Source: an optimization exercise on an open RTL-to-GDS flow (aim: small area). Production flows keep margins and buffers that such runs may drop.
At most, simulation tests tie the RTL to the original design; equivalence was not proved.
The RTL of run 1 was laid out without a check of its function.

--- standard.sh ---
#!/bin/bash
# synth_recipe.tcl (not shown) runs the flow's synth.tcl, then flattens the netlist and writes it again
# the make line also repeats each setting of config.mk as NAME=value (left out here)
make -C /OpenROAD-flow-scripts/flow DESIGN_CONFIG=/design/flow/config.mk WORK_HOME=/design/flow/orfs CLKGATE_MAP_FILE= SYNTH_SCRIPT=/design/flow/synth_recipe.tcl "${@:-finish}"
--- design.v ---
module SA_FA (input A, B, CIN, output SUM, COUT);
  assign SUM  = A ^ B ^ CIN;
  assign COUT = (A & B) | (A & CIN) | (B & CIN);
endmodule
module SA_HA (input A, B, output SUM, COUT);
  assign SUM  = A ^ B;
  assign COUT = A & B;
endmodule
module SA_NOR2 (input A, B, output Y);
  assign Y = ~(A | B);
endmodule
module SA_NAND2 (input A, B, output Y);
  assign Y = ~(A & B);
endmodule
module SA_AOI21 (input A1, A2, B1, output Y);
  assign Y = ~((A1 & A2) | B1);
endmodule
module SA_OAI21 (input A1, A2, B1, output Y);
  assign Y = ~((A1 | A2) & B1);
endmodule
module SA_XOR2 (input A, B, output X);
  assign X = A ^ B;
endmodule
module SA_XNOR2 (input A, B, output Y);
  assign Y = ~(A ^ B);
endmodule
module SA_NOR2B (input A, B_N, output Y);
  assign Y = ~(A | ~B_N);
endmodule
module SA_INV (input A, output Y);
  assign Y = ~A;
endmodule
module PE (
    input  logic        i_clk, i_rst,
    input  logic [7:0]  i_Left_n, i_Top_n,
    output logic [7:0]  o_right_n, o_down_n,
    output logic [16:0] o_Cell_Value
  );
  wire [7:0] an = i_Left_n;
  wire [7:0] bn = i_Top_n;
  wire [16:0] acc = o_Cell_Value;
  wire pp1;
  SA_NOR2 u2 (.A(an[0]), .B(bn[0]), .Y(pp1));
  wire pp3;
  SA_NOR2 u4 (.A(an[0]), .B(bn[1]), .Y(pp3));
  wire pp5;
  SA_NOR2 u6 (.A(an[0]), .B(bn[2]), .Y(pp5));
  wire pp7;
  SA_NOR2 u8 (.A(an[0]), .B(bn[3]), .Y(pp7));
  wire pp9;
  SA_NOR2 u10 (.A(an[0]), .B(bn[4]), .Y(pp9));
  wire pp11;
  SA_NOR2 u12 (.A(an[0]), .B(bn[5]), .Y(pp11));
  wire pp13;
  SA_NOR2 u14 (.A(an[0]), .B(bn[6]), .Y(pp13));
  wire pp15;
  SA_NOR2 u16 (.A(an[0]), .B(bn[7]), .Y(pp15));
  wire pp17;
  SA_NOR2 u18 (.A(an[1]), .B(bn[0]), .Y(pp17));
  wire pp19;
  SA_NOR2 u20 (.A(an[1]), .B(bn[1]), .Y(pp19));
  wire pp21;
  SA_NOR2 u22 (.A(an[1]), .B(bn[2]), .Y(pp21));
  wire pp23;
  SA_NOR2 u24 (.A(an[1]), .B(bn[3]), .Y(pp23));
  wire pp25;
  SA_NOR2 u26 (.A(an[1]), .B(bn[4]), .Y(pp25));
  wire pp27;
  SA_NOR2 u28 (.A(an[1]), .B(bn[5]), .Y(pp27));
  wire pp29;
  SA_NOR2 u30 (.A(an[1]), .B(bn[6]), .Y(pp29));
  wire pp31;
  SA_NOR2 u32 (.A(an[1]), .B(bn[7]), .Y(pp31));
  wire pp33;
  SA_NOR2 u34 (.A(an[2]), .B(bn[0]), .Y(pp33));
  wire pp35;
  SA_NOR2 u36 (.A(an[2]), .B(bn[1]), .Y(pp35));
  wire pp37;
  SA_NOR2 u38 (.A(an[2]), .B(bn[2]), .Y(pp37));
  wire pp39;
  SA_NOR2 u40 (.A(an[2]), .B(bn[3]), .Y(pp39));
  wire pp41;
  SA_NOR2 u42 (.A(an[2]), .B(bn[4]), .Y(pp41));
  wire pp43;
  SA_NOR2 u44 (.A(an[2]), .B(bn[5]), .Y(pp43));
  wire pp45;
  SA_NOR2 u46 (.A(an[2]), .B(bn[6]), .Y(pp45));
  wire pp47;
  SA_NOR2 u48 (.A(an[2]), .B(bn[7]), .Y(pp47));
  wire pp49;
  SA_NOR2 u50 (.A(an[3]), .B(bn[0]), .Y(pp49));
  wire pp51;
  SA_NOR2 u52 (.A(an[3]), .B(bn[1]), .Y(pp51));
  wire pp53;
  SA_NOR2 u54 (.A(an[3]), .B(bn[2]), .Y(pp53));
  wire pp55;
  SA_NOR2 u56 (.A(an[3]), .B(bn[3]), .Y(pp55));
  wire pp57;
  SA_NOR2 u58 (.A(an[3]), .B(bn[4]), .Y(pp57));
  wire pp59;
  SA_NOR2 u60 (.A(an[3]), .B(bn[5]), .Y(pp59));
  wire pp61;
  SA_NOR2 u62 (.A(an[3]), .B(bn[6]), .Y(pp61));
  wire pp63;
  SA_NOR2 u64 (.A(an[3]), .B(bn[7]), .Y(pp63));
  wire pp65;
  SA_NOR2 u66 (.A(an[4]), .B(bn[0]), .Y(pp65));
  wire pp67;
  SA_NOR2 u68 (.A(an[4]), .B(bn[1]), .Y(pp67));
  wire pp69;
  SA_NOR2 u70 (.A(an[4]), .B(bn[2]), .Y(pp69));
  wire pp71;
  SA_NOR2 u72 (.A(an[4]), .B(bn[3]), .Y(pp71));
  wire pp73;
  SA_NOR2 u74 (.A(an[4]), .B(bn[4]), .Y(pp73));
  wire pp75;
  SA_NOR2 u76 (.A(an[4]), .B(bn[5]), .Y(pp75));
  wire pp77;
  SA_NOR2 u78 (.A(an[4]), .B(bn[6]), .Y(pp77));
  wire pp79;
  SA_NOR2 u80 (.A(an[4]), .B(bn[7]), .Y(pp79));
  wire pp81;
  SA_NOR2 u82 (.A(an[5]), .B(bn[0]), .Y(pp81));
  wire pp83;
  SA_NOR2 u84 (.A(an[5]), .B(bn[1]), .Y(pp83));
  wire pp85;
  SA_NOR2 u86 (.A(an[5]), .B(bn[2]), .Y(pp85));
  wire pp87;
  SA_NOR2 u88 (.A(an[5]), .B(bn[3]), .Y(pp87));
  wire pp89;
  SA_NOR2 u90 (.A(an[5]), .B(bn[4]), .Y(pp89));
  wire pp91;
  SA_NOR2 u92 (.A(an[5]), .B(bn[5]), .Y(pp91));
  wire pp93;
  SA_NOR2 u94 (.A(an[5]), .B(bn[6]), .Y(pp93));
  wire pp95;
  SA_NOR2 u96 (.A(an[5]), .B(bn[7]), .Y(pp95));
  wire pp97;
  SA_NOR2 u98 (.A(an[6]), .B(bn[0]), .Y(pp97));
  wire pp99;
  SA_NOR2 u100 (.A(an[6]), .B(bn[1]), .Y(pp99));
  wire pp101;
  SA_NOR2 u102 (.A(an[6]), .B(bn[2]), .Y(pp101));
  wire pp103;
  SA_NOR2 u104 (.A(an[6]), .B(bn[3]), .Y(pp103));
  wire pp105;
  SA_NOR2 u106 (.A(an[6]), .B(bn[4]), .Y(pp105));
  wire pp107;
  SA_NOR2 u108 (.A(an[6]), .B(bn[5]), .Y(pp107));
  wire pp109;
  SA_NOR2 u110 (.A(an[6]), .B(bn[6]), .Y(pp109));
  wire pp111;
  SA_NOR2 u112 (.A(an[6]), .B(bn[7]), .Y(pp111));
  wire pp113;
  SA_NOR2 u114 (.A(an[7]), .B(bn[0]), .Y(pp113));
  wire pp115;
  SA_NOR2 u116 (.A(an[7]), .B(bn[1]), .Y(pp115));
  wire pp117;
  SA_NOR2 u118 (.A(an[7]), .B(bn[2]), .Y(pp117));
  wire pp119;
  SA_NOR2 u120 (.A(an[7]), .B(bn[3]), .Y(pp119));
  wire pp121;
  SA_NOR2 u122 (.A(an[7]), .B(bn[4]), .Y(pp121));
  wire pp123;
  SA_NOR2 u124 (.A(an[7]), .B(bn[5]), .Y(pp123));
  wire pp125;
  SA_NOR2 u126 (.A(an[7]), .B(bn[6]), .Y(pp125));
  wire pp127;
  SA_NOR2 u128 (.A(an[7]), .B(bn[7]), .Y(pp127));
  wire s129;
  wire c130;
  SA_HA u131 (.A(acc[0]), .B(pp1), .SUM(s129), .COUT(c130));
  wire s132;
  wire c133;
  SA_FA u134 (.A(acc[1]), .B(pp3), .CIN(pp17), .SUM(s132), .COUT(c133));
  wire s135;
  wire c136;
  SA_HA u137 (.A(c130), .B(s132), .SUM(s135), .COUT(c136));
  wire s138;
  wire c139;
  SA_FA u140 (.A(acc[2]), .B(pp5), .CIN(pp19), .SUM(s138), .COUT(c139));
  wire s141;
  wire c142;
  SA_FA u143 (.A(pp33), .B(c133), .CIN(s138), .SUM(s141), .COUT(c142));
  wire s144;
  wire c145;
  SA_HA u146 (.A(c136), .B(s141), .SUM(s144), .COUT(c145));
  wire s147;
  wire c148;
  SA_FA u149 (.A(acc[3]), .B(pp7), .CIN(pp21), .SUM(s147), .COUT(c148));
  wire s150;
  wire c151;
  SA_FA u152 (.A(pp35), .B(pp49), .CIN(c139), .SUM(s150), .COUT(c151));
  wire s153;
  wire c154;
  SA_FA u155 (.A(s147), .B(s150), .CIN(c142), .SUM(s153), .COUT(c154));
  wire s156;
  wire c157;
  SA_HA u158 (.A(c145), .B(s153), .SUM(s156), .COUT(c157));
  wire s159;
  wire c160;
  SA_FA u161 (.A(acc[4]), .B(pp9), .CIN(pp23), .SUM(s159), .COUT(c160));
  wire s162;
  wire c163;
  SA_FA u164 (.A(pp37), .B(pp51), .CIN(pp65), .SUM(s162), .COUT(c163));
  wire s165;
  wire c166;
  SA_FA u167 (.A(c148), .B(s159), .CIN(s162), .SUM(s165), .COUT(c166));
  wire s168;
  wire c169;
  SA_FA u170 (.A(c151), .B(s165), .CIN(c154), .SUM(s168), .COUT(c169));
  wire s171;
  wire c172;
  SA_HA u173 (.A(c157), .B(s168), .SUM(s171), .COUT(c172));
  wire s174;
  wire c175;
  SA_FA u176 (.A(acc[5]), .B(pp11), .CIN(pp25), .SUM(s174), .COUT(c175));
  wire s177;
  wire c178;
  SA_FA u179 (.A(pp39), .B(pp53), .CIN(pp67), .SUM(s177), .COUT(c178));
  wire s180;
  wire c181;
  SA_FA u182 (.A(pp81), .B(c160), .CIN(c163), .SUM(s180), .COUT(c181));
  wire s183;
  wire c184;
  SA_FA u185 (.A(s174), .B(s177), .CIN(s180), .SUM(s183), .COUT(c184));
  wire s186;
  wire c187;
  SA_FA u188 (.A(c166), .B(s183), .CIN(c169), .SUM(s186), .COUT(c187));
  wire s189;
  wire c190;
  SA_HA u191 (.A(c172), .B(s186), .SUM(s189), .COUT(c190));
  wire s192;
  wire c193;
  SA_FA u194 (.A(acc[6]), .B(pp13), .CIN(pp27), .SUM(s192), .COUT(c193));
  wire s195;
  wire c196;
  SA_FA u197 (.A(pp41), .B(pp55), .CIN(pp69), .SUM(s195), .COUT(c196));
  wire s198;
  wire c199;
  SA_FA u200 (.A(pp83), .B(pp97), .CIN(c175), .SUM(s198), .COUT(c199));
  wire s201;
  wire c202;
  SA_FA u203 (.A(c178), .B(s192), .CIN(s195), .SUM(s201), .COUT(c202));
  wire s204;
  wire c205;
  SA_FA u206 (.A(c181), .B(s198), .CIN(s201), .SUM(s204), .COUT(c205));
  wire s207;
  wire c208;
  SA_HA u209 (.A(c184), .B(s204), .SUM(s207), .COUT(c208));
  wire s210;
  wire k211;
  wire p212;
  wire g213;
  SA_HA u214 (.A(c187), .B(s207), .SUM(p212), .COUT(g213));
  SA_AOI21 u215 (.A1(p212), .A2(c190), .B1(g213), .Y(k211));
  SA_XOR2 u216 (.A(p212), .B(c190), .X(s210));
  wire s217;
  wire c218;
  SA_FA u219 (.A(acc[7]), .B(pp15), .CIN(pp29), .SUM(s217), .COUT(c218));
  wire s220;
  wire c221;
  SA_FA u222 (.A(pp43), .B(pp57), .CIN(pp71), .SUM(s220), .COUT(c221));
  wire s223;
  wire c224;
  SA_FA u225 (.A(pp85), .B(pp99), .CIN(pp113), .SUM(s223), .COUT(c224));
  wire s226;
  wire c227;
  SA_FA u228 (.A(c193), .B(c196), .CIN(s217), .SUM(s226), .COUT(c227));
  wire s229;
  wire c230;
  SA_FA u231 (.A(s220), .B(s223), .CIN(c199), .SUM(s229), .COUT(c230));
  wire s232;
  wire c233;
  SA_FA u234 (.A(c202), .B(s226), .CIN(s229), .SUM(s232), .COUT(c233));
  wire s235;
  wire c236;
  SA_HA u237 (.A(c205), .B(c208), .SUM(s235), .COUT(c236));
  wire s238;
  wire k239;
  wire ng240;
  wire np241;
  SA_NAND2 u242 (.A(s232), .B(s235), .Y(ng240));
  SA_XNOR2 u243 (.A(s232), .B(s235), .Y(np241));
  SA_OAI21 u244 (.A1(np241), .A2(k211), .B1(ng240), .Y(k239));
  SA_XOR2 u245 (.A(np241), .B(k211), .X(s238));
  wire s246;
  wire c247;
  SA_FA u248 (.A(acc[8]), .B(pp31), .CIN(pp45), .SUM(s246), .COUT(c247));
  wire s249;
  wire c250;
  SA_FA u251 (.A(pp59), .B(pp73), .CIN(pp87), .SUM(s249), .COUT(c250));
  wire s252;
  wire c253;
  SA_FA u254 (.A(pp101), .B(pp115), .CIN(c218), .SUM(s252), .COUT(c253));
  wire s255;
  wire c256;
  SA_FA u257 (.A(c221), .B(c224), .CIN(s246), .SUM(s255), .COUT(c256));
  wire s258;
  wire c259;
  SA_FA u260 (.A(s249), .B(s252), .CIN(c227), .SUM(s258), .COUT(c259));
  wire s261;
  wire c262;
  SA_FA u263 (.A(s255), .B(c230), .CIN(s258), .SUM(s261), .COUT(c262));
  wire s264;
  wire c265;
  SA_HA u266 (.A(c233), .B(c236), .SUM(s264), .COUT(c265));
  wire s267;
  wire k268;
  wire p269;
  wire g270;
  SA_HA u271 (.A(s261), .B(s264), .SUM(p269), .COUT(g270));
  SA_AOI21 u272 (.A1(p269), .A2(k239), .B1(g270), .Y(k268));
  SA_XOR2 u273 (.A(p269), .B(k239), .X(s267));
  wire s274;
  wire c275;
  SA_FA u276 (.A(acc[9]), .B(pp47), .CIN(pp61), .SUM(s274), .COUT(c275));
  wire s277;
  wire c278;
  SA_FA u279 (.A(pp75), .B(pp89), .CIN(pp103), .SUM(s277), .COUT(c278));
  wire s280;
  wire c281;
  SA_FA u282 (.A(pp117), .B(c247), .CIN(c250), .SUM(s280), .COUT(c281));
  wire s283;
  wire c284;
  SA_FA u285 (.A(s274), .B(s277), .CIN(c253), .SUM(s283), .COUT(c284));
  wire s286;
  wire c287;
  SA_FA u288 (.A(s280), .B(c256), .CIN(s283), .SUM(s286), .COUT(c287));
  wire s289;
  wire c290;
  SA_FA u291 (.A(c259), .B(s286), .CIN(c262), .SUM(s289), .COUT(c290));
  wire s292;
  wire k293;
  wire ng294;
  wire np295;
  SA_NAND2 u296 (.A(c265), .B(s289), .Y(ng294));
  SA_XNOR2 u297 (.A(c265), .B(s289), .Y(np295));
  SA_OAI21 u298 (.A1(np295), .A2(k268), .B1(ng294), .Y(k293));
  SA_XOR2 u299 (.A(np295), .B(k268), .X(s292));
  wire s300;
  wire c301;
  SA_FA u302 (.A(acc[10]), .B(pp63), .CIN(pp77), .SUM(s300), .COUT(c301));
  wire s303;
  wire c304;
  SA_FA u305 (.A(pp91), .B(pp105), .CIN(pp119), .SUM(s303), .COUT(c304));
  wire s306;
  wire c307;
  SA_FA u308 (.A(c275), .B(c278), .CIN(s300), .SUM(s306), .COUT(c307));
  wire s309;
  wire c310;
  SA_FA u311 (.A(s303), .B(c281), .CIN(s306), .SUM(s309), .COUT(c310));
  wire s312;
  wire c313;
  SA_FA u314 (.A(c284), .B(s309), .CIN(c287), .SUM(s312), .COUT(c313));
  wire s315;
  wire k316;
  wire p317;
  wire g318;
  SA_HA u319 (.A(c290), .B(s312), .SUM(p317), .COUT(g318));
  SA_AOI21 u320 (.A1(p317), .A2(k293), .B1(g318), .Y(k316));
  SA_XOR2 u321 (.A(p317), .B(k293), .X(s315));
  wire s322;
  wire c323;
  SA_FA u324 (.A(acc[11]), .B(pp79), .CIN(pp93), .SUM(s322), .COUT(c323));
  wire s325;
  wire c326;
  SA_FA u327 (.A(pp107), .B(pp121), .CIN(c301), .SUM(s325), .COUT(c326));
  wire s328;
  wire c329;
  SA_FA u330 (.A(c304), .B(s322), .CIN(s325), .SUM(s328), .COUT(c329));
  wire s331;
  wire c332;
  SA_FA u333 (.A(c307), .B(s328), .CIN(c310), .SUM(s331), .COUT(c332));
  wire s334;
  wire k335;
  wire ng336;
  wire np337;
  SA_NAND2 u338 (.A(c313), .B(s331), .Y(ng336));
  SA_XNOR2 u339 (.A(c313), .B(s331), .Y(np337));
  SA_OAI21 u340 (.A1(np337), .A2(k316), .B1(ng336), .Y(k335));
  SA_XOR2 u341 (.A(np337), .B(k316), .X(s334));
  wire s342;
  wire c343;
  SA_FA u344 (.A(acc[12]), .B(pp95), .CIN(pp109), .SUM(s342), .COUT(c343));
  wire s345;
  wire c346;
  SA_FA u347 (.A(pp123), .B(c323), .CIN(s342), .SUM(s345), .COUT(c346));
  wire s348;
  wire c349;
  SA_FA u350 (.A(c326), .B(s345), .CIN(c329), .SUM(s348), .COUT(c349));
  wire s351;
  wire k352;
  wire p353;
  wire g354;
  SA_HA u355 (.A(c332), .B(s348), .SUM(p353), .COUT(g354));
  SA_AOI21 u356 (.A1(p353), .A2(k335), .B1(g354), .Y(k352));
  SA_XOR2 u357 (.A(p353), .B(k335), .X(s351));
  wire s358;
  wire c359;
  SA_FA u360 (.A(acc[13]), .B(pp111), .CIN(pp125), .SUM(s358), .COUT(c359));
  wire s361;
  wire c362;
  SA_FA u363 (.A(c343), .B(s358), .CIN(c346), .SUM(s361), .COUT(c362));
  wire s364;
  wire k365;
  wire ng366;
  wire np367;
  SA_NAND2 u368 (.A(c349), .B(s361), .Y(ng366));
  SA_XNOR2 u369 (.A(c349), .B(s361), .Y(np367));
  SA_OAI21 u370 (.A1(np367), .A2(k352), .B1(ng366), .Y(k365));
  SA_XOR2 u371 (.A(np367), .B(k352), .X(s364));
  wire s372;
  wire c373;
  SA_FA u374 (.A(acc[14]), .B(pp127), .CIN(c359), .SUM(s372), .COUT(c373));
  wire s375;
  wire k376;
  wire p377;
  wire g378;
  SA_HA u379 (.A(c362), .B(s372), .SUM(p377), .COUT(g378));
  SA_AOI21 u380 (.A1(p377), .A2(k365), .B1(g378), .Y(k376));
  SA_XOR2 u381 (.A(p377), .B(k365), .X(s375));
  wire s382;
  wire k383;
  wire ng384;
  wire np385;
  SA_NAND2 u386 (.A(acc[15]), .B(c373), .Y(ng384));
  SA_XNOR2 u387 (.A(acc[15]), .B(c373), .Y(np385));
  SA_OAI21 u388 (.A1(np385), .A2(k376), .B1(ng384), .Y(k383));
  SA_XOR2 u389 (.A(np385), .B(k376), .X(s382));
  wire s390;
  SA_XOR2 u391 (.A(acc[16]), .B(k383), .X(s390));
  wire [16:0] nxt = {s390, s382, s375, s364, s351, s334, s315, s292, s267, s238, s210, s189, s171, s156, s144, s135, s129};
  always @(posedge i_clk or posedge i_rst)
    if (i_rst) begin
      o_right_n    <= 8'hff;
      o_down_n     <= 8'hff;
      o_Cell_Value <= 17'd0;
    end else begin
      o_right_n    <= i_Left_n;
      o_down_n     <= i_Top_n;
      o_Cell_Value <= nxt;
    end
endmodule
module Systolic_Array #(parameter data_width=8) (
  input  logic                      i_clk     , i_rst,
  input  logic [data_width-1:0]     i_Cell_A1 , i_Cell_A4,i_Cell_A7,
  input  logic [data_width-1:0]     i_Cell_B1 , i_Cell_B2,i_Cell_B3,
  output logic [(data_width*2):0]   o_cell_1  , o_cell_2 , o_cell_3 , o_cell_4 , o_cell_5, o_cell_6 , o_cell_7, o_cell_8, o_cell_9
);
  wire [7:0] A1n, A4n, A7n, B1n, B2n, B3n;
  genvar k;
  for (k = 0; k < 8; k = k + 1) begin : inv
    SA_INV ia1 (.A(i_Cell_A1[k]), .Y(A1n[k]));
    SA_INV ia4 (.A(i_Cell_A4[k]), .Y(A4n[k]));
    SA_INV ia7 (.A(i_Cell_A7[k]), .Y(A7n[k]));
    SA_INV ib1 (.A(i_Cell_B1[k]), .Y(B1n[k]));
    SA_INV ib2 (.A(i_Cell_B2[k]), .Y(B2n[k]));
    SA_INV ib3 (.A(i_Cell_B3[k]), .Y(B3n[k]));
  end
  wire [7:0] A12, A23, A45, A56, A78, A89;
  wire [7:0] B14, B47, B25, B58, B36, B69;
  PE PE1 (i_clk, i_rst, A1n, B1n, A12, B14, o_cell_1);
  PE PE2 (i_clk, i_rst, A12, B2n, A23, B25, o_cell_2);
  PE PE3 (i_clk, i_rst, A23, B3n,    , B36, o_cell_3);
  PE PE4 (i_clk, i_rst, A4n, B14, A45, B47, o_cell_4);
  PE PE5 (i_clk, i_rst, A45, B25, A56, B58, o_cell_5);
  PE PE6 (i_clk, i_rst, A56, B36,    , B69, o_cell_6);
  PE PE7 (i_clk, i_rst, A7n, B47, A78,    , o_cell_7);
  PE PE8 (i_clk, i_rst, A78, B58, A89,    , o_cell_8);
  PE PE9 (i_clk, i_rst, A89, B69,    ,    , o_cell_9);
endmodule
--- constraint.sdc ---
create_clock -name core_clock -period 5.2 [get_ports {i_clk}]
set_input_delay 1.0400 -clock core_clock [delete_from_list [all_inputs] [get_ports {i_clk}]]
set_output_delay 1.0400 -clock core_clock [all_outputs]
set_load 0.01 [all_outputs]
--- flow/gatemap.tcl ---
# Map the design's gate modules (SA_*) one-to-one onto library cells of the same function.
foreach {m c} {
  SA_FA    sky130_fd_sc_hd__fa_1
  SA_HA    sky130_fd_sc_hd__ha_1
  SA_NOR2  sky130_fd_sc_hd__nor2_1
  SA_NAND2 sky130_fd_sc_hd__nand2_1
  SA_AOI21 sky130_fd_sc_hd__a21oi_1
  SA_OAI21 sky130_fd_sc_hd__o21ai_1
  SA_XOR2  sky130_fd_sc_hd__xor2_1
  SA_XNOR2 sky130_fd_sc_hd__xnor2_1
  SA_NOR2B sky130_fd_sc_hd__nor2b_1
  SA_INV   sky130_fd_sc_hd__inv_1
} {
  chtype -map $m $c
  delete $m
}
hierarchy -check -top $::env(DESIGN_NAME)
--- flow/run.sh ---
#!/bin/bash
# Layout flow: the standard ORFS flow (standard.sh), with these changes:
#  - synthesis maps the design's SA_* gate modules one-to-one onto library cells
#    (flow/gatemap.tcl, run as ORFS's SYNTH_CANONICALIZE_TCL hook);
#  - ports are buffered with sky130_fd_sc_hd__buf_1;
#  - clock tree: clkbuf_4 buffers, sink clusters of up to CLUSTER sinks, no dummy loads;
#  - the largest buffers and inverters are added to the platform's don't-use list, so that
#    repair builds the reset tree from smaller buffers.
# Each ORFS step writes its full log under orfs/logs/; make's own output goes to flow_make.log.
set -euo pipefail
W=$(pwd)
CLUSTER=9
DIAMETER=50
PLAT_DU=$(make -s -C "$FLOW_HOME" DESIGN_CONFIG="$W/config.mk" WORK_HOME="$W/orfs" print-DONT_USE_CELLS | sed -n 's/^DONT_USE_CELLS: //p')
EXTRA_DU="sky130_fd_sc_hd__buf_8 sky130_fd_sc_hd__buf_12 sky130_fd_sc_hd__buf_16 sky130_fd_sc_hd__bufbuf_8 sky130_fd_sc_hd__bufbuf_16 sky130_fd_sc_hd__bufinv_8 sky130_fd_sc_hd__bufinv_16 sky130_fd_sc_hd__inv_12 sky130_fd_sc_hd__inv_16 sky130_fd_sc_hd__clkinv_16 sky130_fd_sc_hd__clkbuf_16"
bash standard.sh \
  "SYNTH_CANONICALIZE_TCL=$W/flow/gatemap.tcl" \
  "BUFFER_PORTS_ARGS=-buffer_cell sky130_fd_sc_hd__buf_1" \
  "CTS_ARGS=-sink_clustering_enable -repair_clock_nets -buf_list sky130_fd_sc_hd__clkbuf_4 -sink_clustering_size $CLUSTER -sink_clustering_max_diameter $DIAMETER -dont_use_dummy_load" \
  "DONT_USE_CELLS=$PLAT_DU $EXTRA_DU" \
  finish > "$W/flow_make.log" 2>&1
--- config.mk ---
export PLATFORM = sky130hd
export DESIGN_NAME = Systolic_Array
export DESIGN_NICKNAME = Systolic_Array
export VERILOG_FILES = /design/flow/design.v
export SDC_FILE = /design/flow/constraint.sdc
export NUM_CORES = 4
export LEC_CHECK = 0
export CAP_MARGIN = 20
export CORE_MARGIN = 2
export CORE_UTILIZATION = 78
export GPL_TIMING_DRIVEN = 0
export SLEW_MARGIN = 20
==> notes.md, run 1 <==
run status finished clean; reg2reg end PE6.o_Cell_Value[16]$_DFF_PP0_; Residual DRC 0; nets@finish 2,691; Netlist cell types 11; GRT Util Overall 36.27%; Max Buffers Root-to-Sink 3; Max Clk Rate 197.7 MHz; Crit path arrival time 5610 ps; row count between 60 and 70; busiest layer in global routing met2; Worst Tran Pin Value around 640 ps; First DRT Iteration DRCs approximately 1,100; Core Util, Final 86.05%; global-route wire length before repair roughly 81,000 um; Starting Density 78.77%; CP Max Fanout 9; minimum clock period 5058 ps; GRT Residual Overflow 0; synth top area cells fa_1, dfrtp_1, dfstp_2; Critical Path Sink Type register; clk_skew 62.82 ps; largest net degree at the start of global routing 35; Port Buffer Count 202; vias per std cell 6.053; number of flops mapped to enable cells by yosys 0; CTS sink count 249; Syn Std Cell Area 21,700 um^2; Final Wtd Congestion ~0.93; Area Overhead vs Synth 9.247%; vias in the first global route 16,710; final hold violations 0; CTS Hold Buffers Added 0; initial antenna violation count 1; max_cap viols 0; Hold Path Depth 0; flop and latch count out of synthesis around 250; Clk Latency, worst-skew pair 690 ps; Die Height 170.8 um; max-slew violation count 0; YS warnings 2; H-tree depth 2; Slew HR between 50% and 60%; Synth Net Count 2,409; critical path launch point type input port; CTS root buf clkbuf_4; met1 usage in global routing a little under half; num ports 203; WP data required 5750 ps; Num CTS Buffers 38; R2R cell count 18; vias around 15,000; placed inst area 23,130 um^2; CP Class in2reg; hold path start PE3.o_down_n[1]$_DFF_PP1_; cells after synthesis around 1,800; Avg WL per Cell between 20 and 25 um; top cells by count, synth nor2_1, fa_1, dfrtp_1, ha_1, xor2_1; ys async rst share 100.0%; first drt pass iteration count 7; Hold EP PE6.o_down_n[1]$_DFF_PP1_; area of the core 27,550 um^2; share of cells above drive strength 1 between 10% and 20%; worst setup margin 142.3 ps; sequential area share after synthesis 29.26%; fin crit share 97.26%; M3 GR Usage 8.166%; Clock transition at path regs 110 ps; top_reg_cell synth dfrtp_1; Synth top area share 44.00%; top-count cell post-synth nor2_1; reg2reg start PE5.o_right_n[1]$_DFF_PP1_; hpwl dp 38,230 um; Final Cell Area 23,710 um^2; Die X 170.8 um; Worst Hold Class reg2reg; Finish-stage setup viols 0; Final ANT Viol Nets 0; DP Worst Slack -638.7 ps; synthesized area per cell approximately 12 um^2; met2 usage 60.24%; die area 29,170 um^2; CTS tree done; leading area contributor after synthesis fa_1; final wirelength 49,810 um; r2r setup slk ~150 ps
## sequential cells by signal, summed over array words and instances, names as in the netlist, 17 cells and up
register / cells
PE3.o_Cell_Value: 17
PE1.o_Cell_Value: 17
PE8.o_Cell_Value: 17
PE5.o_Cell_Value: 17
PE2.o_Cell_Value: 17
PE4.o_Cell_Value: 17
PE6.o_Cell_Value: 17
PE7.o_Cell_Value: 17
PE9.o_Cell_Value: 17
## per-stage QoR
step	std cells	hold slack (ps)	TNS (ps)
final	2415	408.0	0
after global routing	2415	418.1	-31.60
after detailed placement	2344	420.9	-7974
after CTS	2386	397.6	0
after global placement	2336	426.0	-74300
after floorplan	1756	395.8	0
## final cells by class
class                      count  area (um^2)
tap                          378        473.0
sequential                   249         6351
inverter                      49        187.7
clock buffer                  38        285.3
fill                        1405         3842
antenna                        1        2.502
multi-input combinational   1458        15400
timing repair buffer         242         1011
## cell usage in the layout (no fill, tap or decap), drive strengths merged
cell type / count
a21oi: 45
buf: 242
clkbuf: 38
clkinvlp: 1
dfrtp: 153
dfstp: 96
diode: 1
fa: 477
ha: 126
inv: 48
nand2: 45
nor2: 576
o21ai: 45
xnor2: 45
xor2: 99
## metal layers
metal	part of all wire, %	vias up
met3	8.7	167
met4	3.9	0
met1	36	7601
met5	0	-
met2	52	820
li1	-	6031
## cell families after synthesis
kind of cell | after synthesis | synth area share, %
XOR/XNOR | 144 | 5.811
flip-flops | 249 | 29.26
AND/OR/NAND/NOR | 621 | 10.74
adder cells (fa/ha/maj) | 603 | 51.26
buffers and inverters | 49 | 0.8475
AO/OA/AOI/OAI | 90 | 2.075
## how the worst max path moves through the flow
stage | slack, ps | startpoint | depth (start not counted) | endpoint
6_report | 140 | i_Cell_B3[0] | 20 | PE3.o_Cell_Value[16]$_DFF_PP0_
5_1_grt | -20 | PE5.o_down_n[1]$_DFF_PP1_ | 18 | PE8.o_Cell_Value[16]$_DFF_PP0_
3_5_place_dp | -640 | i_Cell_B3[2] | 20 | PE3.o_Cell_Value[16]$_DFF_PP0_
4_1_cts | 3 | PE3.o_down_n[2]$_DFF_PP1_ | 18 | PE6.o_Cell_Value[16]$_DFF_PP0_
3_3_place_gp | -550 | i_Cell_B3[2] | 20 | PE3.o_Cell_Value[16]$_DFF_PP0_
2_1_floorplan | 4 | i_Cell_B2[2] | 19 | PE2.o_Cell_Value[16]$_DFF_PP0_
## timing repair
item	4_1_cts	5_1_grt
gates resized for setup	12	35
pin swaps	0	2
setup buffers	4	28
endpoints found under the setup margin	7	18
## critical path, cell delays in order
cell	delay (ps)
buf_1	70
inv_1	290
nor2_1	100
fa_1	410
fa_1	430
fa_1	410
fa_1	420
fa_1	390
ha_1	350
a21oi_2	210
o21ai_1	140
a21oi_2	210
o21ai_2	100
a21oi_2	190
o21ai_2	90
a21oi_2	190
o21ai_1	130
a21oi_2	190
o21ai_1	90
xor2_1	150
==> inputs of run 2 (changes only) <==
--- a/design.v
+++ b/design.v
@@ -210,108 +210,108 @@
   wire c169;
   SA_FA u170 (.A(c151), .B(s165), .CIN(c154), .SUM(s168), .COUT(c169));
   wire s171;
-  wire c172;
-  SA_HA u173 (.A(c157), .B(s168), .SUM(s171), .COUT(c172));
-  wire s174;
-  wire c175;
-  SA_FA u176 (.A(acc[5]), .B(pp11), .CIN(pp25), .SUM(s174), .COUT(c175));
-  wire s177;
-  wire c178;
-  SA_FA u179 (.A(pp39), .B(pp53), .CIN(pp67), .SUM(s177), .COUT(c178));
-  wire s180;
-  wire c181;
-  SA_FA u182 (.A(pp81), .B(c160), .CIN(c163), .SUM(s180), .COUT(c181));
-  wire s183;
-  wire c184;
-  SA_FA u185 (.A(s174), .B(s177), .CIN(s180), .SUM(s183), .COUT(c184));
-  wire s186;
-  wire c187;
-  SA_FA u188 (.A(c166), .B(s183), .CIN(c169), .SUM(s186), .COUT(c187));
-  wire s189;
-  wire c190;
-  SA_HA u191 (.A(c172), .B(s186), .SUM(s189), .COUT(c190));
-  wire s192;
-  wire c193;
-  SA_FA u194 (.A(acc[6]), .B(pp13), .CIN(pp27), .SUM(s192), .COUT(c193));
-  wire s195;
-  wire c196;
-  SA_FA u197 (.A(pp41), .B(pp55), .CIN(pp69), .SUM(s195), .COUT(c196));
+  wire k172;
+  SA_XOR2 u173 (.A(s168), .B(c157), .X(s171));
+  SA_NAND2 u174 (.A(s168), .B(c157), .Y(k172));
+  wire s175;
+  wire c176;
+  SA_FA u177 (.A(acc[5]), .B(pp11), .CIN(pp25), .SUM(s175), .COUT(c176));
+  wire s178;
+  wire c179;
+  SA_FA u180 (.A(pp39), .B(pp53), .CIN(pp67), .SUM(s178), .COUT(c179));
+  wire s181;
+  wire c182;
+  SA_FA u183 (.A(pp81), .B(c160), .CIN(c163), .SUM(s181), .COUT(c182));
+  wire s184;
+  wire c185;
+  SA_FA u186 (.A(s175), .B(s178), .CIN(s181), .SUM(s184), .COUT(c185));
+  wire s187;
+  wire c188;
+  SA_HA u189 (.A(c166), .B(s184), .SUM(s187), .COUT(c188));
+  wire s190;
+  wire k191;
+  wire ng192;
+  wire np193;
+  SA_NAND2 u194 (.A(c169), .B(s187), .Y(ng192));
+  SA_XNOR2 u195 (.A(c169), .B(s187), .Y(np193));
+  SA_OAI21 u196 (.A1(np193), .A2(k172), .B1(ng192), .Y(k191));
+  SA_XOR2 u197 (.A(np193), .B(k172), .X(s190));
   wire s198;
   wire c199;
-  SA_FA u200 (.A(pp83), .B(pp97), .CIN(c175), .SUM(s198), .COUT(c199));
+  SA_FA u200 (.A(acc[6]), .B(pp13), .CIN(pp27), .SUM(s198), .COUT(c199));
   wire s201;
   wire c202;
-  SA_FA u203 (.A(c178), .B(s192), .CIN(s195), .SUM(s201), .COUT(c202));
+  SA_FA u203 (.A(pp41), .B(pp55), .CIN(pp69), .SUM(s201), .COUT(c202));
   wire s204;
   wire c205;
-  SA_FA u206 (.A(c181), .B(s198), .CIN(s201), .SUM(s204), .COUT(c205));
+  SA_FA u206 (.A(pp83), .B(pp97), .CIN(c176), .SUM(s204), .COUT(c205));
   wire s207;
   wire c208;
-  SA_HA u209 (.A(c184), .B(s204), .SUM(s207), .COUT(c208));
+  SA_FA u209 (.A(c179), .B(s198), .CIN(s201), .SUM(s207), .COUT(c208));
   wire s210;
-  wire k211;
-  wire p212;
-  wire g213;
-  SA_HA u214 (.A(c187), .B(s207), .SUM(p212), .COUT(g213));
-  SA_AOI21 u215 (.A1(p212), .A2(c190), .B1(g213), .Y(k211));
-  SA_XOR2 u216 (.A(p212), .B(c190), .X(s210));
-  wire s217;
-  wire c218;
-  SA_FA u219 (.A(acc[7]), .B(pp15), .CIN(pp29), .SUM(s217), .COUT(c218));
+  wire c211;
+  SA_FA u212 (.A(c182), .B(s204), .CIN(s207), .SUM(s210), .COUT(c211));
+  wire s213;
+  wire c214;
+  SA_FA u215 (.A(c185), .B(s210), .CIN(c188), .SUM(s213), .COUT(c214));
+  wire s216;
+  wire k217;
+  SA_XOR2 u218 (.A(s213), .B(k191), .X(s216));
+  SA_NAND2 u219 (.A(s213), .B(k191), .Y(k217));
   wire s220;
   wire c221;
-  SA_FA u222 (.A(pp43), .B(pp57), .CIN(pp71), .SUM(s220), .COUT(c221));
+  SA_FA u222 (.A(acc[7]), .B(pp15), .CIN(pp29), .SUM(s220), .COUT(c221));
   wire s223;
   wire c224;
-  SA_FA u225 (.A(pp85), .B(pp99), .CIN(pp113), .SUM(s223), .COUT(c224));
+  SA_FA u225 (.A(pp43), .B(pp57), .CIN(pp71), .SUM(s223), .COUT(c224));
   wire s226;
   wire c227;
-  SA_FA u228 (.A(c193), .B(c196), .CIN(s217), .SUM(s226), .COUT(c227));
+  SA_FA u228 (.A(pp85), .B(pp99), .CIN(pp113), .SUM(s226), .COUT(c227));
   wire s229;
   wire c230;
-  SA_FA u231 (.A(s220), .B(s223), .CIN(c199), .SUM(s229), .COUT(c230));
+  SA_FA u231 (.A(c199), .B(c202), .CIN(s220), .SUM(s229), .COUT(c230));
   wire s232;
   wire c233;
-  SA_FA u234 (.A(c202), .B(s226), .CIN(s229), .SUM(s232), .COUT(c233));
+  SA_FA u234 (.A(s223), .B(s226), .CIN(c205), .SUM(s232), .COUT(c233));
   wire s235;
   wire c236;
-  SA_HA u237 (.A(c205), .B(c208), .SUM(s235), .COUT(c236));
+  SA_FA u237 (.A(c208), .B(s229), .CIN(s232), .SUM(s235), .COUT(c236));
   wire s238;
-  wire k239;
-  wire ng240;
-  wire np241;
-  SA_NAND2 u242 (.A(s232), .B(s235), .Y(ng240));
-  SA_XNOR2 u243 (.A(s232), .B(s235), .Y(np241));
-  SA_OAI21 u244 (.A1(np241), .A2(k211), .B1(ng240), .Y(k239));
-  SA_XOR2 u245 (.A(np241), .B(k211), .X(s238));
-  wire s246;
-  wire c247;
-  SA_FA u248 (.A(acc[8]), .B(pp31), .CIN(pp45), .SUM(s246), .COUT(c247));
+  wire c239;
+  SA_HA u240 (.A(c211), .B(s235), .SUM(s238), .COUT(c239));
+  wire s241;
+  wire k242;
+  wire ng243;
+  wire np244;
+  SA_NAND2 u245 (.A(c214), .B(s238), .Y(ng243));
+  SA_XNOR2 u246 (.A(c214), .B(s238), .Y(np244));
+  SA_OAI21 u247 (.A1(np244), .A2(k217), .B1(ng243), .Y(k242));
+  SA_XOR2 u248 (.A(np244), .B(k217), .X(s241));
   wire s249;
   wire c250;
-  SA_FA u251 (.A(pp59), .B(pp73), .CIN(pp87), .SUM(s249), .COUT(c250));
+  SA_FA u251 (.A(acc[8]), .B(pp31), .CIN(pp45), .SUM(s249), .COUT(c250));
   wire s252;
   wire c253;
-  SA_FA u254 (.A(pp101), .B(pp115), .CIN(c218), .SUM(s252), .COUT(c253));
+  SA_FA u254 (.A(pp59), .B(pp73), .CIN(pp87), .SUM(s252), .COUT(c253));
   wire s255;
   wire c256;
-  SA_FA u257 (.A(c221), .B(c224), .CIN(s246), .SUM(s255), .COUT(c256));
+  SA_FA u257 (.A(pp101), .B(pp115), .CIN(c221), .SUM(s255), .COUT(c256));
   wire s258;
   wire c259;
-  SA_FA u260 (.A(s249), .B(s252), .CIN(c227), .SUM(s258), .COUT(c259));
+  SA_FA u260 (.A(c224), .B(c227), .CIN(s249), .SUM(s258), .COUT(c259));
   wire s261;
   wire c262;
-  SA_FA u263 (.A(s255), .B(c230), .CIN(s258), .SUM(s261), .COUT(c262));
+  SA_FA u263 (.A(s252), .B(s255), .CIN(c230), .SUM(s261), .COUT(c262));
   wire s264;
   wire c265;
-  SA_HA u266 (.A(c233), .B(c236), .SUM(s264), .COUT(c265));
+  SA_FA u266 (.A(s258), .B(c233), .CIN(s261), .SUM(s264), .COUT(c265));
   wire s267;
-  wire k268;
-  wire p269;
-  wire g270;
-  SA_HA u271 (.A(s261), .B(s264), .SUM(p269), .COUT(g270));
-  SA_AOI21 u272 (.A1(p269), .A2(k239), .B1(g270), .Y(k268));
-  SA_XOR2 u273 (.A(p269), .B(k239), .X(s267));
+  wire c268;
+  SA_FA u269 (.A(c236), .B(s264), .CIN(c239), .SUM(s267), .COUT(c268));
+  wire s270;
+  wire k271;
+  SA_XOR2 u272 (.A(s267), .B(k242), .X(s270));
+  SA_NAND2 u273 (.A(s267), .B(k242), .Y(k271));
   wire s274;
   wire c275;
   SA_FA u276 (.A(acc[9]), .B(pp47), .CIN(pp61), .SUM(s274), .COUT(c275));
@@ -320,24 +320,24 @@
   SA_FA u279 (.A(pp75), .B(pp89), .CIN(pp103), .SUM(s277), .COUT(c278));
   wire s280;
   wire c281;
-  SA_FA u282 (.A(pp117), .B(c247), .CIN(c250), .SUM(s280), .COUT(c281));
+  SA_FA u282 (.A(pp117), .B(c250), .CIN(c253), .SUM(s280), .COUT(c281));
   wire s283;
   wire c284;
-  SA_FA u285 (.A(s274), .B(s277), .CIN(c253), .SUM(s283), .COUT(c284));
+  SA_FA u285 (.A(s274), .B(s277), .CIN(c256), .SUM(s283), .COUT(c284));
   wire s286;
   wire c287;
-  SA_FA u288 (.A(s280), .B(c256), .CIN(s283), .SUM(s286), .COUT(c287));
+  SA_FA u288 (.A(s280), .B(c259), .CIN(s283), .SUM(s286), .COUT(c287));
   wire s289;
   wire c290;
-  SA_FA u291 (.A(c259), .B(s286), .CIN(c262), .SUM(s289), .COUT(c290));
+  SA_FA u291 (.A(c262), .B(s286), .CIN(c265), .SUM(s289), .COUT(c290));
   wire s292;
   wire k293;
   wire ng294;
   wire np295;
-  SA_NAND2 u296 (.A(c265), .B(s289), .Y(ng294));
-  SA_XNOR2 u297 (.A(c265), .B(s289), .Y(np295));
-  SA_OAI21 u298 (.A1(np295), .A2(k268), .B1(ng294), .Y(k293));
-  SA_XOR2 u299 (.A(np295), .B(k268), .X(s292));
+  SA_NAND2 u296 (.A(c268), .B(s289), .Y(ng294));
+  SA_XNOR2 u297 (.A(c268), .B(s289), .Y(np295));
+  SA_OAI21 u298 (.A1(np295), .A2(k271), .B1(ng294), .Y(k293));
+  SA_XOR2 u299 (.A(np295), .B(k271), .X(s292));
   wire s300;
   wire c301;
   SA_FA u302 (.A(acc[10]), .B(pp63), .CIN(pp77), .SUM(s300), .COUT(c301));
@@ -430,7 +430,7 @@
   SA_XOR2 u389 (.A(np385), .B(k376), .X(s382));
   wire s390;
   SA_XOR2 u391 (.A(acc[16]), .B(k383), .X(s390));
-  wire [16:0] nxt = {s390, s382, s375, s364, s351, s334, s315, s292, s267, s238, s210, s189, s171, s156, s144, s135, s129};
+  wire [16:0] nxt = {s390, s382, s375, s364, s351, s334, s315, s292, s270, s241, s216, s190, s171, s156, s144, s135, s129};
   always @(posedge i_clk or posedge i_rst)
     if (i_rst) begin
       o_right_n    <= 8'hff;
==> flow/run.sh (replaced) <==
#!/bin/bash
# Layout flow: the standard ORFS flow (standard.sh), with these changes:
#  - synthesis maps the design's SA_* gate modules one-to-one onto library cells
#    (flow/gatemap.tcl, run as ORFS's SYNTH_CANONICALIZE_TCL hook);
#  - ports are buffered with sky130_fd_sc_hd__buf_1;
#  - clock tree: clkbuf_8 buffers, sink clusters of up to CLUSTER sinks, no dummy loads;
#  - the largest buffers and inverters are added to the platform's don't-use list, so that
#    repair builds the reset tree from smaller buffers.
# Each ORFS step writes its full log under orfs/logs/; make's own output goes to flow_make.log.
set -euo pipefail
W=$(pwd)
CLUSTER=17
DIAMETER=50
PLAT_DU=$(make -s -C "$FLOW_HOME" DESIGN_CONFIG="$W/config.mk" WORK_HOME="$W/orfs" print-DONT_USE_CELLS | sed -n 's/^DONT_USE_CELLS: //p')
EXTRA_DU="sky130_fd_sc_hd__buf_8 sky130_fd_sc_hd__buf_12 sky130_fd_sc_hd__buf_16 sky130_fd_sc_hd__bufbuf_8 sky130_fd_sc_hd__bufbuf_16 sky130_fd_sc_hd__bufinv_8 sky130_fd_sc_hd__bufinv_16 sky130_fd_sc_hd__inv_12 sky130_fd_sc_hd__inv_16 sky130_fd_sc_hd__clkinv_16 sky130_fd_sc_hd__clkbuf_16"
bash standard.sh \
  "SYNTH_CANONICALIZE_TCL=$W/flow/gatemap.tcl" \
  "BUFFER_PORTS_ARGS=-buffer_cell sky130_fd_sc_hd__buf_1" \
  "CTS_ARGS=-sink_clustering_enable -repair_clock_nets -buf_list sky130_fd_sc_hd__clkbuf_8 -sink_clustering_size $CLUSTER -sink_clustering_max_diameter $DIAMETER -dont_use_dummy_load" \
  "DONT_USE_CELLS=$PLAT_DU $EXTRA_DU" \
  finish > "$W/flow_make.log" 2>&1
==> notes.md, run 2 <==
run status finished clean (unchanged); synth top area cells fa_1, dfrtp_1, dfstp_2 (unchanged); max-slew violation count 0 (unchanged); WP data required 5610 ps (was 5750 ps); Synth top area share 44.95% (was 44.00%); hpwl dp 38,670 um (was 38,230 um); max_cap viols 0 (unchanged); CTS tree done (unchanged); vias 14,640 (was 14,620); share of cells above drive strength 1 10.15% (was 12.28%); met2 usage 61.29% (was 60.24%); row count 60 (was 61); die area 29,100 um^2 (was 29,170 um^2); Finish-stage setup viols 0 (unchanged); Worst Hold Class reg2reg (unchanged); top cells by count, synth nor2_1, fa_1, dfrtp_1, xor2_1, dfstp_2 (was nor2_1, fa_1, dfrtp_1, ha_1, xor2_1); minimum clock period 5070 ps (was 5058 ps); most frequent CP cell fa_1; ys async rst share 100.0% (unchanged); Synth Net Count 2,391 (was 2,409); reg2reg end PE6.o_Cell_Value[16]$_DFF_PP0_ (unchanged); nets@finish 2,639 (was 2,691); busiest layer in global routing met2 (unchanged); Ant. Diodes 0 (was 1); Netlist cell types 11 (unchanged); Slew HR 62.23% (was 57.38%); vias per std cell 6.119 (was 6.053); initial antenna violation count 0 (was 1); r2r setup slk 260 ps (was 150 ps); M3 GR Usage 7.425% (was 8.166%); YS warnings 2 (unchanged); final wirelength 50,560 um (was 49,810 um); slowest CP cell fa_1 (unchanged); Die Height 170.6 um (was 170.8 um); first drt pass iteration count 5 (was 7); Final Wtd Congestion 0.9389 (was 0.9295); reg2reg start PE3.o_down_n[5]$_DFF_PP1_ (was PE5.o_right_n[1]$_DFF_PP1_); Starting Density 79.88% (was 78.77%); cells after synthesis 1,774 (was 1,756); top_reg_cell synth dfrtp_1 (unchanged); Final ANT Viol Nets 0 (unchanged); Port Buffer Count 202 (unchanged); number of flops mapped to enable cells by yosys 0 (unchanged); final hold violations 0 (unchanged); flop and latch count out of synthesis 249 (unchanged); sequential area share after synthesis 29.34% (was 29.26%); Layout fillers 1,320 (was 1,405); Clk Latency, worst-skew pair 550 ps (was 690 ps); Die X 170.6 um (was 170.8 um); Levels on crit path 18 (was 20); fin crit share 97.50% (was 97.26%); CTS root buf clkbuf_8 (was clkbuf_4); Max Buffers Root-to-Sink 3 (unchanged); synthesized area per cell 12.20 um^2 (was 12.36 um^2); GRT Residual Overflow 0 (unchanged); CP Class in2reg (unchanged); First DRT Iteration DRCs 1,124 (was 1,149); CP Max Fanout 9 (unchanged); Critical Path Sink Type register (unchanged); largest net degree at the start of global routing 39 (was 35); Residual DRC 0 (unchanged); H-tree depth 2 (unchanged); Hold Path Depth 0 (unchanged); DP Worst Slack -567.3 ps (was -638.7 ps); Largest delay share family, worst path adder cells (unchanged); clk_skew 53.97 ps (was 62.82 ps); Crit path arrival time 5480 ps (was 5610 ps); GRT Util Overall 37.10% (was 36.27%); Max Clk Rate 197.2 MHz (was 197.7 MHz); Avg WL per Cell 21.14 um (was 20.62 um); R2R cell count 16 (was 18); Syn Std Cell Area 21,650 um^2 (was 21,700 um^2); critical path launch point type input port (unchanged); global-route wire length before repair 82,680 um (was 80,680 um); Worst Setup EP PE7.o_Cell_Value[16]$_DFF_PP0_ (was PE3.o_Cell_Value[16]$_DFF_PP0_); met1 usage in global routing 48.42% (was 46.57%); Setup crit start i_Cell_A7[0] (was i_Cell_B3[0]); commonest non-fill, non-tap cells in the layout nor2_1, fa_1, buf_1 (unchanged); num ports 203 (unchanged); area of the core 27,100 um^2 (was 27,550 um^2); Worst Tran Pin Value 565.4 ps (was 637.9 ps); commonest non-fill, non-tap cell in the layout nor2_1 (unchanged); CTS sink count 249 (unchanged); vias in the first global route 17,010 (was 16,710); Area Overhead vs Synth 8.815% (was 9.247%); CP Cell Sequence buf_1, inv_2, nor2_1, fa_1, fa_1, fa_1, fa_1, ha_1, fa_1, xnor2_2, o21ai_1, a21oi_1, o21ai_1, a21oi_1, o21ai_1, a21oi_1, o21ai_1, xor2_1 (was buf_1, inv_1, nor2_1, fa_1, fa_1, fa_1, fa_1, fa_1, ha_1, a21oi_2, o21ai_1, a21oi_2, o21ai_2, a21oi_2, o21ai_2, a21oi_2, o21ai_1, a21oi_2, o21ai_1, xor2_1); max incr delay on CP 540 ps (was 430 ps); Clock transition at path regs 100 ps (was 110 ps); leading area contributor after synthesis fa_1 (unchanged); top-count cell post-synth nor2_1 (unchanged); Num CTS Buffers 34 (was 38); crit path buf inv count 2 (unchanged); Core Util, Final 86.92% (was 86.05%); worst setup margin 130.1 ps (was 142.3 ps)
[run 2: metal layers]
layer  part of all wire [%]  routed length (um)  vias to the layer above
met5                      0                   0                        -
met1                     36               18310                     7660
li1                       -                   -                     5965
met2                     51               25870                      798
met4                    4.9                2499                        0
met3                    7.7                3884                      214
[run 2: cell families (layout without fill, tap and decap cells)]
group / after synthesis / count (layout) / synth area share [%]
buf+inv: 49 / 295 / 0.8497
simple gates: 657 / 657 / 11.39
compound gates: 81 / 81 / 1.873
flops: 249 / 249 / 29.34
xor+xnor: 171 / 171 / 6.919
fa+ha+maj: 567 / 567 / 49.63
[run 2: layout make-up]
type | instances | area [um^2] | area share (%)
clock buffers | 34 | 467.9 | 1.987
inverters | 49 | 191.4 | 0.8127
multi-input cells | 1476 | 15230 | 64.64
flip-flops and latches | 249 | 6351 | 26.96
well taps | 372 | 465.4 | 1.976
repair buffers | 212 | 852.1 | 3.617
[run 2: worst min-delay path by stage]
stage	start	slack [ps]	end
after global placement	PE1.o_down_n[0]$_DFF_PP1_	430	PE4.o_down_n[0]$_DFF_PP1_
after CTS	PE1.o_down_n[0]$_DFF_PP1_	410	PE4.o_down_n[0]$_DFF_PP1_
after floorplan	PE1.o_down_n[0]$_DFF_PP1_	400	PE4.o_down_n[0]$_DFF_PP1_
after global routing	PE4.o_right_n[6]$_DFF_PP1_	410	PE5.o_right_n[6]$_DFF_PP1_
final	PE4.o_right_n[7]$_DFF_PP1_	410	PE5.o_right_n[7]$_DFF_PP1_
after detailed placement	PE1.o_down_n[0]$_DFF_PP1_	430	PE4.o_down_n[0]$_DFF_PP1_
[run 2: timing repair]
action	in CTS	in global routing
pin swaps	0	0
endpoints found under the setup margin	2	15
buffers inserted	0	3
hold buffers	0	0
gates resized for setup	2	62
[run 2: stage by stage]
stage	TNS (ps)	std cells	hold WS [ps]	instance area, um^2
after detailed placement	-5157	2355	425.9	22950
after CTS	0	2389	407.8	23420
final	0	2392	411.0	23560
after global routing	-49.22	2392	410.7	23560
after floorplan	0	1774	395.8	21650
after global placement	-69960	2348	426.2	22870
==> inputs of run 3 (changes only) <==
==> flow/run.sh (replaced) <==
#!/bin/bash
# Layout flow: the standard ORFS flow (standard.sh), with these changes:
#  - synthesis maps the design's SA_* gate modules one-to-one onto library cells
#    (flow/gatemap.tcl, run as ORFS's SYNTH_CANONICALIZE_TCL hook);
#  - ports are buffered with sky130_fd_sc_hd__buf_1;
#  - clock tree: clkbuf_4 buffers, sink clusters of up to CLUSTER sinks, no dummy loads;
#  - the largest buffers and inverters are added to the platform's don't-use list, so that
#    repair builds the reset tree from smaller buffers.
# Each ORFS step writes its full log under orfs/logs/; make's own output goes to flow_make.log.
set -euo pipefail
W=$(pwd)
CLUSTER=9
DIAMETER=50
PLAT_DU=$(make -s -C "$FLOW_HOME" DESIGN_CONFIG="$W/config.mk" WORK_HOME="$W/orfs" print-DONT_USE_CELLS | sed -n 's/^DONT_USE_CELLS: //p')
EXTRA_DU="sky130_fd_sc_hd__buf_8 sky130_fd_sc_hd__buf_12 sky130_fd_sc_hd__buf_16 sky130_fd_sc_hd__bufbuf_8 sky130_fd_sc_hd__bufbuf_16 sky130_fd_sc_hd__bufinv_8 sky130_fd_sc_hd__bufinv_16 sky130_fd_sc_hd__inv_12 sky130_fd_sc_hd__inv_16 sky130_fd_sc_hd__clkinv_16 sky130_fd_sc_hd__clkbuf_16"
bash standard.sh \
  "SYNTH_CANONICALIZE_TCL=$W/flow/gatemap.tcl" \
  "BUFFER_PORTS_ARGS=-buffer_cell sky130_fd_sc_hd__buf_1" \
  "CTS_ARGS=-sink_clustering_enable -repair_clock_nets -buf_list sky130_fd_sc_hd__clkbuf_4 -sink_clustering_size $CLUSTER -sink_clustering_max_diameter $DIAMETER -dont_use_dummy_load" \
  "DONT_USE_CELLS=$PLAT_DU $EXTRA_DU" \
  finish > "$W/flow_make.log" 2>&1
==> notes.md, run 3 <==
vias per std cell 6.066 (was 6.119); initial antenna violation count 1 (was 0); final hold violations 0 (unchanged); Clock transition at path regs 100 ps (about the same); Die X 170.6 um (unchanged); fin crit share 97.01% (was 97.50%); flop and latch count out of synthesis 249 (unchanged); commonest non-fill, non-tap cells in the layout nor2_1, fa_1, buf_1 (unchanged); Final ANT Viol Nets 0 (unchanged); Clk Latency, worst-skew pair 680 ps (was 550 ps); Slew HR 61.66% (was 62.23%); CP Cell Sequence buf_1, inv_2, nor2_1, fa_1, fa_1, fa_1, fa_1, ha_1, fa_1, xnor2_2, o21ai_2, a21oi_1, o21ai_1, a21oi_1, o21ai_2, a21oi_1, o21ai_1, xor2_1 (was buf_1, inv_2, nor2_1, fa_1, fa_1, fa_1, fa_1, ha_1, fa_1, xnor2_2, o21ai_1, a21oi_1, o21ai_1, a21oi_1, o21ai_1, a21oi_1, o21ai_1, xor2_1); max_cap viols 0 (unchanged); number of flops mapped to enable cells by yosys 0 (unchanged); slowest CP cell fa_1 (unchanged); ys async rst share 100.0% (unchanged); Final Wtd Congestion 0.9389 (unchanged); Syn Std Cell Area 21,650 um^2 (unchanged); Layout fillers 1,385 (was 1,320); Starting Density 79.88% (unchanged); Finish-stage setup viols 0 (unchanged); first drt pass iteration count 5 (unchanged); row count 60 (unchanged); top cells by count, synth nor2_1, fa_1, dfrtp_1, xor2_1, dfstp_2 (unchanged); Max Buffers Root-to-Sink 3 (unchanged); clk_skew 66.24 ps (was 53.97 ps); Critical Path Sink Type register (unchanged); vias 14,530 (was 14,640); multi-input logic area 15,190 um^2 (was 15,230 um^2); Max Clk Rate 198.2 MHz (was 197.2 MHz); Area Overhead vs Synth 7.763% (was 8.815%); share of cells above drive strength 1 9.446% (was 10.15%); critical path launch point type input port (unchanged); YS warnings 2 (unchanged); final setup TNS 0 ps (unchanged); Synth top area share 44.95% (unchanged); Crit path arrival time 5530 ps (was 5480 ps); postcts setup bufs 0 (unchanged); nets@finish 2,641 (was 2,639); num ports 203 (unchanged); most frequent CP cell fa_1 (unchanged); GRT Util Overall 36.76% (was 37.10%); Avg WL per Cell 20.52 um (was 21.14 um); run status finished clean (unchanged); synth top area cells fa_1, dfrtp_1, dfstp_2 (unchanged); CTS tree done (unchanged); commonest non-fill, non-tap cell in the layout nor2_1 (unchanged); CTS root buf clkbuf_4 (was clkbuf_8); largest net degree at the start of global routing 39 (unchanged); hpwl dp 38,670 um (unchanged); CTS sink count 249 (unchanged); placed inst area 22,950 um^2 (unchanged); H-tree depth 2 (unchanged); sequential area share after synthesis 29.34% (unchanged); First DRT Iteration DRCs 1,102 (was 1,124); Hold Slack 401.1 ps (was 411.0 ps); top-count cell post-synth nor2_1 (unchanged); CTS Hold Buffers Added 0 (unchanged); Worst Tran Pin Value 573.9 ps (was 565.4 ps); area of the core 27,100 um^2 (unchanged); leading area contributor after synthesis fa_1 (unchanged); GRT Residual Overflow 0 (unchanged); cells after synthesis 1,774 (unchanged); max incr delay on CP 520 ps (was 540 ps); Residual DRC 0 (unchanged); vias in the first global route 16,920 (was 17,010); WP data required 5680 ps (was 5610 ps); Worst Hold Class in2async (was reg2reg); final wirelength 49,140 um (was 50,560 um); synthesized area per cell 12.20 um^2 (unchanged); Synth Net Count 2,391 (unchanged); Netlist cell types 11 (unchanged); global-route wire length before repair 82,030 um (was 82,680 um); CP Class in2reg (unchanged); Port Buffer Count 202 (unchanged); FF+latch area 6351 um^2 (unchanged); max-slew violation count 0 (unchanged); top_reg_cell synth dfrtp_1 (unchanged); CP Max Fanout 9 (unchanged); Num CTS Buffers 39 (was 34); minimum clock period 5044 ps (was 5070 ps); Final Cell Area 23,330 um^2 (was 23,560 um^2); Die Height 170.6 um (unchanged); die area 29,100 um^2 (unchanged)
[run 3: cell counts after synthesis]
No cell type changed its count.
[run 3: cells by family after synthesis]
| logic type | count (synthesis) | share of synthesized area [%] |
|---|---|---|
| flops | 249 | 29.34 |
| compound gates | 81 | 1.873 |
| fa+ha+maj | 567 | 49.63 |
| xor+xnor | 171 | 6.919 |
| buf+inv | 49 | 0.8497 |
| simple gates | 657 | 11.39 |
[run 3: routing by layer]
metal	vias up	track usage, %	share of wire [%]
li1	5980	-	-
met3	202	6.940	7.6
met1	7576	48.61	37
met4	0	17.84	5.0
met5	-	0	0
met2	769	60.17	51
[run 3: cell type report]
class | instances | share of cell area, %
Sequential cell | 249 | 27.23
Inverter | 49 | 0.8045
Clock buffer | 39 | 1.255
Multi-Input combinational cell | 1476 | 65.12
Timing Repair Buffer | 209 | 3.588
Antenna cell | 1 | 0.01073
Tap cell | 372 | 1.995
[run 3: path summary, 6_finish.rpt]
check | from | to | slack (ps) | cells past startpoint
worst max-delay path | i_Cell_B3[5] | PE3.o_Cell_Value[16]$_DFF_PP0_ | 160 | 18
worst min-delay path | i_rst | PE3.o_Cell_Value[6]$_DFF_PP0_ | 400 | 2
worst max register to register | PE8.o_right_n[1]$_DFF_PP1_ | PE9.o_Cell_Value[16]$_DFF_PP0_ | 170 | 16
worst min register to register | PE3.o_down_n[3]$_DFF_PP1_ | PE6.o_down_n[3]$_DFF_PP1_ | 400 | 0
max in group asynchronous | i_rst | PE1.o_down_n[6]$_DFF_PP1_ | 3320 | 5
min in group core_clock | PE3.o_down_n[3]$_DFF_PP1_ | PE6.o_down_n[3]$_DFF_PP1_ | 400 | 0
[run 3: critical path, delay by kind of cell]
| family | cells | cell delay, ps |
|---|---|---|
| fa+ha+maj | 6 | 2420 |
| compound gates | 7 | 1310 |
| xor+xnor | 2 | 400 |
| buf+inv | 2 | 260 |
| simple gates | 1 | 90 |
[run 3: timing repair]
action                                 4_1_cts  5_1_grt
setup endpoints to repair                    0       14
endpoints found under the hold margin        0        0
resized for setup                            0       48
[run 3: through the flow]
step,cells,setup slack [ps],utilization (%)
detailed placement,2355,-567.3,84.70
global route,2395,-46.66,86.08
floorplan,1774,102.5,-
global placement,2348,-463.3,84.40
CTS,2394,44.64,85.78
finish,2395,155.7,86.08

## separate check: timing with driven ports
Ports are ideal in the flow. The routed layouts listed here were re-timed in OpenROAD. Step 1, drivers: a clkbuf_16 drives i_clk and a buf_2 each remaining input, both assumed. Step 2 times the ports against the registers' clock, not the clock port: input delays grow and output delays shrink by t, the midpoint of the rising clock arrivals with the driver on. Three values: ideal ports, drivers, drivers and shift; two values: the first two.
| run | shift t [ns] | setup slack, ns | latest minus earliest clock arrival (ns) | worst slew at a driven data input, ns | pins driven straight from the clock port |
|---|---|---|---|---|---|
| run 1 | 0.707 | 0.142 / 0.155 / -0.533 | 0.063 / 0.063 | 0.04 | 1 |
| run 2 | 0.577 | 0.130 / 0.156 / -0.420 | 0.065 / 0.065 | 0.07 | 1 |
| run 3 | 0.692 | 0.156 / 0.167 / -0.521 | 0.067 / 0.067 | 0.06 | 1 |
With both steps, setup timing fails in every run listed, where it was met with ideal ports. The setup slack of run 3, which loses most, moves by +0.011 ns with the drivers and by -0.677 ns with both steps.
